Context: an optimization exercise on an open-source flow, tuned for small area. The choices shown serve that exercise and are no tape-out recipe. RTL that was checked went through simulation tests only; none was proved equivalent to the original. Power is estimated from default activity; no workload was simulated.

## main_module
module main_module(
    input clk,
    input rst,
    input DIP,
    output [15:0] ROM_Address,
    input  [7:0]  ROM_Data,
    output VGA_VSync,
    output VGA_HSync,
    output [1:0] VGA_R,
    output [1:0] VGA_G,
    output [1:0] VGA_B
    );
export LEC_CHECK = 0
export ABC_AREA = 0
export CAP_MARGIN = 20
export CORE_MARGIN = 2
export CORE_UTILIZATION = 40
export PLACE_DENSITY = 0.6
export SLEW_MARGIN = 20
create_clock -name core_clock -period 14.0 [get_ports {clk}]
standard.sh (not shown) runs the stock make flow with config.mk's settings and CLKGATE_MAP_FILE= SYNTH_SCRIPT=/design/flow/synth_recipe.tcl, a recipe that flattens the netlist after the stock synthesis.
==> flow/flow/run.sh <==
#!/bin/bash
# Standard synthesis, then an area re-mapping of its combinational logic (registers,
# full adders and tie cells untouched; the smallest of a few ABC scripts is kept) and
# a full-adder polarity pass, then the standard layout with the smallest buffer on the
# ports and a lean clock tree.
set -euo pipefail
export BUFFER_PORTS_ARGS="-buffer_cell sky130_fd_sc_hd__buf_1"
export CTS_ARGS="-sink_clustering_enable -repair_clock_nets -buf_list sky130_fd_sc_hd__clkbuf_8 -dont_use_dummy_load"
bash standard.sh synth > synth.log 2>&1
R=$(pwd)/orfs/results/sky130hd/main_module/base
LIB=$FLOW_HOME/platforms/sky130hd/lib/sky130_fd_sc_hd__tt_025C_1v80.lib
YOSYS=$(command -v yosys || echo $FLOW_HOME/../tools/install/yosys/bin/yosys)
DU=""
for c in $(sed -n '/DONT_USE_CELLS/,/^#/p' $FLOW_HOME/platforms/sky130hd/config.mk | grep -o 'sky130_fd_sc_hd__[a-z0-9_]*'); do DU="$DU -dont_use $c"; done
cp $R/1_2_yosys.v std_netlist.v
R2="balance;rewrite;refactor;balance;rewrite;rewrite,-z;balance;refactor,-z;rewrite,-z;balance"
SCRIPTS=("+strash;dc2;dch,-f;amap;topo" "+strash;dch,-f;amap;topo" "+strash;dc2;dch,-f;amap;strash;dch,-f;amap;topo" "+strash;$R2;dch,-f;amap;topo" "+strash;ifraig;dc2;dch,-f;amap;topo" "+strash;dc2;$R2;dc2;dch,-f;amap;topo")
best=""; besta=1e30
for i in "${!SCRIPTS[@]}"; do
  sed -e "s#@LIB@#$LIB#g" -e "s#@IN@#std_netlist.v#" -e "s#@OUT@#remapped_$i.v#" -e "s#@DONTUSE@#$DU#" \
      -e "s#@SCRIPT@#${SCRIPTS[$i]}#" -e "s#@STAT@#post_stat_$i.log#" flow/post.ys > post_run_$i.ys
  if $YOSYS -s post_run_$i.ys > post_yosys_$i.log 2>&1; then
    a=$(grep "Chip area" post_stat_$i.log | awk '{print $NF}')
    echo "script $i area $a" >> post_select.log
    if python3 -c "import sys; sys.exit(0 if float('$a') < float('$besta') else 1)"; then besta=$a; best=$i; fi
  fi
done
echo "kept script $best area $besta" >> post_select.log
python3 flow/polar.py remapped_$best.v polar.v > polar.log 2>&1
cp polar.v $R/1_2_yosys.v
rm -f $R/1_synth.odb
bash standard.sh > standard.log 2>&1
Other scripts of this flow, unchanged in this note and not shown: flow/flow/polar.py, flow/flow/post.ys
Change:
--- a/flow/design.v
+++ b/flow/design.v
@@ -120,27 +120,27 @@
     wire [9:0] yc = {1'b0, u2};
     wire [9:0] ys_ = ya ^ yb2 ^ yc;
     wire [9:0] yc_ = (ya & yb2) | (ya & yc) | (yb2 & yc);
     wire [10:0] Su;
     rca #(11) u_sy (.a({1'b0, ys_}), .b({yc_, 1'b0}), .ci(1'b0), .s(Su));
     wire [10:0] Sy = {~Su[10], Su[9:0]};
-    wire [10:0] U;
-    rca #(11) u_m (.a({Sx[10], Sx[10:1]}), .b({Sy[10], Sy[10:1]}), .ci(Sx[0]), .s(U));
+    wire [11:0] M;
+    rca #(12) u_m (.a({Sx[10], Sx}), .b({Sy[10], Sy}), .ci(1'b0), .s(M));
     wire nx = Sx[10], ny = Sy[10];
     wire inx = (Sx[10:4] == 7'b1110000) & (~Sx[3] | (Sx[2:0] == 3'd0));
     wire iny = (Sy[10:4] == 7'b1110000) & (~Sy[3] | (Sy[2:0] == 3'd0));
     wire [8:0] P = ny ? Sx[8:0] : Sy[8:0];
     wire [3:0] r1;
     rca #(4) u_r1 (.a({1'b0, P[2:0]}), .b({1'b0, P[8:6]}), .ci(1'b0), .s(r1));
     wire [4:0] D;                       
     rca #(5) u_dd (.a({1'b0, r1}), .b(~{2'b00, P[5:3]}), .ci(1'b1), .s(D));
-    wire mge742 = U[10] ? ge11({1'b0, U[9:0]}, 11'h28D) : 1'b1;    
-    wire mge734 = U[10] ? ge11({1'b0, U[9:0]}, 11'h291) : 1'b1;    
+    wire mge742 = M[11] ? ge11(M[10:0], 11'h51A) : 1'b1;
+    wire mge734 = M[11] ? ge11(M[10:0], 11'h522) : 1'b1;
     reg tok;
     always @(*) begin
-        case ({U[1:0], D})
+        case ({M[2:1], D})
             {2'd0, 5'd25}: tok = 1;
             {2'd0, 5'd26}: tok = 1;
             {2'd0, 5'd27}: tok = 1;
             {2'd0, 5'd28}: tok = 1;
             {2'd0, 5'd29}: tok = 1;
             {2'd0, 5'd30}: tok = 0;
The new run went through all stages and came out clean.
Critical path depth climbs by 2.
Hold slack degrades by 0.019 ns.
Total power drops by a few percent.
Clock power barely changes.
Global-route usage hardly moves.
Worst setup slack improves by 0.13 ns.
Count of clock-buffer cells in the layout is unchanged.
Design area climbs slightly.
Die area stays flat.
Final cell count climbs slightly.
Sequential cell count is unchanged.
Area after synthesis stays flat.
Combinational power drops by a few percent.

---

Another version of the RTL of main_module (not shown whole).
Size: about 35 I/O pins, roughly 0.0049 sq mm of cells after synthesis.
export LEC_CHECK = 0
export ABC_AREA = 0
export CAP_MARGIN = 20
export CORE_MARGIN = 2
export CORE_UTILIZATION = 40
export PLACE_DENSITY = 0.6
export SLEW_MARGIN = 20
create_clock -name core_clock -period 14.0 [get_ports {clk}]
==> flow/flow/run.sh <==
#!/bin/bash
# Standard synthesis, then an area re-mapping of its combinational logic (registers
# untouched) and an adder polarity pass, then the standard layout with the smallest
# buffer on the ports and a lean clock tree.
set -euo pipefail
export BUFFER_PORTS_ARGS="-buffer_cell sky130_fd_sc_hd__buf_1"
export CTS_ARGS="-sink_clustering_enable -repair_clock_nets -buf_list sky130_fd_sc_hd__clkbuf_8 -dont_use_dummy_load"
bash standard.sh synth > synth.log 2>&1
R=$(pwd)/orfs/results/sky130hd/main_module/base
LIB=$FLOW_HOME/platforms/sky130hd/lib/sky130_fd_sc_hd__tt_025C_1v80.lib
YOSYS=$(command -v yosys || echo $FLOW_HOME/../tools/install/yosys/bin/yosys)
DU=""
for c in $(sed -n '/DONT_USE_CELLS/,/^#/p' $FLOW_HOME/platforms/sky130hd/config.mk | grep -o 'sky130_fd_sc_hd__[a-z0-9_]*'); do DU="$DU -dont_use $c"; done
cp $R/1_2_yosys.v std_netlist.v
sed -e "s#@LIB@#$LIB#g" -e "s#@IN@#std_netlist.v#" -e "s#@OUT@#remapped.v#" -e "s#@DONTUSE@#$DU#" flow/post.ys > post_run.ys
$YOSYS -s post_run.ys > post_yosys.log 2>&1
python3 flow/polar.py remapped.v polar.v > polar.log 2>&1
cp polar.v $R/1_2_yosys.v
rm -f $R/1_synth.odb
bash standard.sh > standard.log 2>&1
Other scripts of this flow, unchanged in this note and not shown: flow/flow/polar.py, flow/flow/post.ys
==> next run, changes <==
--- a/flow/design.v
+++ b/flow/design.v
@@ -33,54 +33,56 @@
         end
     endfunction
     reg [1:0] ph;
     always @(posedge clk)
         if (rst) ph <= 0; else ph <= ph + 1'b1;
     wire ce = ph[1] & ph[0];
     reg sel;
     always @(posedge clk) sel <= DIP;
     reg [10:0] H, V;
-    reg VS;
+    reg HS, VS, HVO, VVO;
     wire hw = sel ? (H == 11'd1054) : (H == 11'd798);           
     wire vw = sel ? (hw ? (V == 11'd626) : (V == 11'd627))
                   : (hw ? (V == 11'd522) : (V == 11'd523));     
     wire [11:0] hc;
     wire [11:0] vc;
     wire [10:0] hi, vi;
     assign hc[0] = ce;
     assign vc[0] = ce & hw;
     genvar gi;
     generate for (gi = 0; gi < 11; gi = gi + 1) begin : cnt
         assign hi[gi] = H[gi] ^ hc[gi];
         assign hc[gi+1] = H[gi] & hc[gi];
         assign vi[gi] = V[gi] ^ vc[gi];
         assign vc[gi+1] = V[gi] & vc[gi];
     end endgenerate
     wire hclr = rst | (ce & hw);
     wire vclr = rst | (ce & vw);
+    wire hs_n = sel ? (ge11(H, 11'd839) & ~ge11(H, 11'd967)) : (ge11(H, 11'd655) & ~ge11(H, 11'd751));
     wire vs_n = sel ? (ge11(V, 11'd600) & ~ge11(V, 11'd604)) : (ge11(V, 11'd490) & ~ge11(V, 11'd492));
+    wire hvo_n = sel ? ~ge11(H, 11'd799) : ~ge11(H, 11'd639);
+    wire vvo_n = sel ? ~ge11(V, 11'd599) : ~ge11(V, 11'd479);
     always @(posedge clk) begin
         H <= hclr ? 11'd0 : hi;
         V <= vclr ? 11'd0 : vi;
         if (rst) begin
-            VS <= 1;
+            HS <= 1; VS <= 1; HVO <= 1; VVO <= 1;
         end else if (ce) begin
-            VS <= ~vs_n;
+            HS <= ~hs_n; VS <= ~vs_n; HVO <= hvo_n; VVO <= vvo_n;
         end
     end
-    wire hs_l = m1 ? (ge11(H, 11'd840) & ~ge11(H, 11'd968)) : (ge11(H, 11'd656) & ~ge11(H, 11'd752));
-    assign VGA_HSync = ~hs_l;
+    assign VGA_HSync = HS;
     assign VGA_VSync = VS;
     wire [10:0] X = {1'b0, H[9:0]};
     wire [10:0] Y = {1'b0, V[9:0]};
     wire winx = sel ? (ge11(X, 11'd288) & ~ge11(X, 11'd512)) : (ge11(X, 11'd208) & ~ge11(X, 11'd432));
     wire winy = sel ? (ge11(Y, 11'd188) & ~ge11(Y, 11'd412)) : (ge11(Y, 11'd128) & ~ge11(Y, 11'd352));
-    wire win = ~H[10] & ~V[10] & winx & winy;
+    wire win = HVO & VVO & winx & winy;
     reg f1, f2, m1, m2, rflag;
     always @(posedge clk) begin
         rflag <= rst;
         f2 <= f1; m2 <= m1;
         if (rst) begin
             f1 <= 0;
         end else if (ce) begin
             f1 <= win; m1 <= sel;
         end
Effect:
- design area grows by 3.9%
- die area grows by 3.8%
- clock power is about the same
- global-route usage is about the same
- wire length grows by 7.3%
- power grows by 6.7%
- setup slack gets worse by 7.0 ps
- hold slack gets better by 5.2 ps
- via count grows by 8.0%
- flip-flop and latch count grows by 3
- first-iteration DRC count grows by 47%
- final cell count grows by 8.2%
- core utilization shrinks by 0.33 points

---

Another version of the RTL of main_module (not shown whole).
For scale: roughly 35 I/O pins.
Design main_module, start of the top module:
module main_module(
    input clk,
    input rst,
    input DIP,
    output [15:0] ROM_Address,
    input  [7:0]  ROM_Data,
    output VGA_VSync,
    output VGA_HSync,
    output [1:0] VGA_R,
    output [1:0] VGA_G,
    output [1:0] VGA_B
    );
==> flow/config.mk <==
export PLATFORM = sky130hd
export DESIGN_NAME = main_module
export DESIGN_NICKNAME = main_module
export VERILOG_FILES = /design/flow/design.v
export SDC_FILE = /design/flow/constraint.sdc
export NUM_CORES = 4
export LEC_CHECK = 0
export ABC_AREA = 0
export CAP_MARGIN = 20
export CORE_MARGIN = 2
export CORE_UTILIZATION = 40
export PLACE_DENSITY = 0.6
export SLEW_MARGIN = 20
==> flow/constraint.sdc <==
create_clock -name core_clock -period 14.0 [get_ports {clk}]
set_input_delay 2.8000 -clock core_clock [delete_from_list [all_inputs] [get_ports {clk}]]
set_output_delay 2.8000 -clock core_clock [all_outputs]
set_load 0.01 [all_outputs]
Scripts as last shown in full above: flow/flow/run.sh
Other scripts of this flow, unchanged in this note and not shown: flow/flow/polar.py, flow/flow/post.ys
Change:
--- a/flow/design.v
+++ b/flow/design.v
@@ -36,13 +36,13 @@
     always @(posedge clk)
         if (rst) ph <= 0; else ph <= ph + 1'b1;
     wire ce = ph[1] & ph[0];
     reg sel;
     always @(posedge clk) sel <= DIP;
     reg [10:0] H, V;
-    reg HS, VS;
+    reg VS;
     wire hw = sel ? (H == 11'd1054) : (H == 11'd798);           
     wire vw = sel ? (hw ? (V == 11'd626) : (V == 11'd627))
                   : (hw ? (V == 11'd522) : (V == 11'd523));     
     wire [11:0] hc;
     wire [11:0] vc;
     wire [10:0] hi, vi;
@@ -54,24 +54,24 @@
         assign hc[gi+1] = H[gi] & hc[gi];
         assign vi[gi] = V[gi] ^ vc[gi];
         assign vc[gi+1] = V[gi] & vc[gi];
     end endgenerate
     wire hclr = rst | (ce & hw);
     wire vclr = rst | (ce & vw);
-    wire hs_n = sel ? (ge11(H, 11'd839) & ~ge11(H, 11'd967)) : (ge11(H, 11'd655) & ~ge11(H, 11'd751));
     wire vs_n = sel ? (ge11(V, 11'd600) & ~ge11(V, 11'd604)) : (ge11(V, 11'd490) & ~ge11(V, 11'd492));
     always @(posedge clk) begin
         H <= hclr ? 11'd0 : hi;
         V <= vclr ? 11'd0 : vi;
         if (rst) begin
-            HS <= 1; VS <= 1;
+            VS <= 1;
         end else if (ce) begin
-            HS <= ~hs_n; VS <= ~vs_n;
+            VS <= ~vs_n;
         end
     end
-    assign VGA_HSync = HS;
+    wire hs_l = m1 ? (ge11(H, 11'd840) & ~ge11(H, 11'd968)) : (ge11(H, 11'd656) & ~ge11(H, 11'd752));
+    assign VGA_HSync = ~hs_l;
     assign VGA_VSync = VS;
     wire [10:0] X = {1'b0, H[9:0]};
     wire [10:0] Y = {1'b0, V[9:0]};
     wire winx = sel ? (ge11(X, 11'd288) & ~ge11(X, 11'd512)) : (ge11(X, 11'd208) & ~ge11(X, 11'd432));
     wire winy = sel ? (ge11(Y, 11'd188) & ~ge11(Y, 11'd412)) : (ge11(Y, 11'd128) & ~ge11(Y, 11'd352));
     wire win = ~H[10] & ~V[10] & winx & winy;
@@ -120,27 +120,27 @@
     wire [9:0] yc = {1'b0, u2};
     wire [9:0] ys_ = ya ^ yb2 ^ yc;
     wire [9:0] yc_ = (ya & yb2) | (ya & yc) | (yb2 & yc);
     wire [10:0] Su;
     rca #(11) u_sy (.a({1'b0, ys_}), .b({yc_, 1'b0}), .ci(1'b0), .s(Su));
     wire [10:0] Sy = {~Su[10], Su[9:0]};
-    wire [11:0] M;
-    rca #(12) u_m (.a({Sx[10], Sx}), .b({Sy[10], Sy}), .ci(1'b0), .s(M));
+    wire [10:0] U;
+    rca #(11) u_m (.a({Sx[10], Sx[10:1]}), .b({Sy[10], Sy[10:1]}), .ci(Sx[0]), .s(U));
     wire nx = Sx[10], ny = Sy[10];
     wire inx = (Sx[10:4] == 7'b1110000) & (~Sx[3] | (Sx[2:0] == 3'd0));
     wire iny = (Sy[10:4] == 7'b1110000) & (~Sy[3] | (Sy[2:0] == 3'd0));
     wire [8:0] P = ny ? Sx[8:0] : Sy[8:0];
     wire [3:0] r1;
     rca #(4) u_r1 (.a({1'b0, P[2:0]}), .b({1'b0, P[8:6]}), .ci(1'b0), .s(r1));
     wire [4:0] D;                       
     rca #(5) u_dd (.a({1'b0, r1}), .b(~{2'b00, P[5:3]}), .ci(1'b1), .s(D));
-    wire mge742 = M[11] ? ge11(M[10:0], 11'h51A) : 1'b1;
-    wire mge734 = M[11] ? ge11(M[10:0], 11'h522) : 1'b1;
+    wire mge742 = U[10] ? ge11({1'b0, U[9:0]}, 11'h28D) : 1'b1;    
+    wire mge734 = U[10] ? ge11({1'b0, U[9:0]}, 11'h291) : 1'b1;    
     reg tok;
     always @(*) begin
-        case ({M[2:1], D})
+        case ({U[1:0], D})
             {2'd0, 5'd25}: tok = 1;
             {2'd0, 5'd26}: tok = 1;
             {2'd0, 5'd27}: tok = 1;
             {2'd0, 5'd28}: tok = 1;
             {2'd0, 5'd29}: tok = 1;
             {2'd0, 5'd30}: tok = 0;
Result: The changed run produced a clean layout; setup slack loses 0.36 ns; count of clock-buffer cells in the layout does not change; cell area rises by 1.4%; core utilization rises by 0.43 points; power rises by 2.0%; synthesized area rises by 0.96%; routed wire length rises by 6.5%; global-route usage rises by 1.0 points; maximum frequency falls by 3.4%.
No run of this note included a check of the RTL's function; only the layout flow was run.

## what the ideal ports hide
In the flow no input, the clock included, has a driving cell. The finished layouts below were timed again as built, in two steps.
Step 1 (the two cells are an assumption about what drives the block):
set clk [get_ports {clk}]
set_driving_cell -lib_cell sky130_fd_sc_hd__clkbuf_16 $clk
set_driving_cell -lib_cell sky130_fd_sc_hd__buf_2 [delete_from_list [all_inputs] $clk]
Step 2 moves the port delays by t, midway between the first and last clock arrival at a register: inputs arrive t later, outputs are due t later. That takes back most of the time a late clock gives input paths.
a / b / c = ideal / step 1 / step 2; a / b = the first two.
| run | shift t [ns] | setup slack, ns | clock arrival spread, ns |
|---|---|---|---|
| the first run of note 1 | 0.381 | 3.469 / 3.477 / 3.097 | 0.023 / 0.023 |
| the second run of note 1 | 0.380 | 3.601 / 3.614 / 3.234 | 0.031 / 0.031 |
| the first run of note 2 | 0.385 | 3.223 / 3.228 / 2.843 | 0.019 / 0.019 |
| the second run of note 2 | 0.385 | 3.216 / 3.231 / 2.846 | 0.017 / 0.017 |
| the first run of note 3 | 0.383 | 3.538 / 3.545 / 3.162 | 0.021 / 0.021 |
| the second run of note 3 | 0.379 | 3.174 / 3.180 / 2.802 | 0.007 / 0.007 |
After both steps every run listed still meets setup and hold. For the first run of note 2, which loses most, drivers alone change the setup slack by +0.005 ns; drivers and shift together by -0.380 ns.
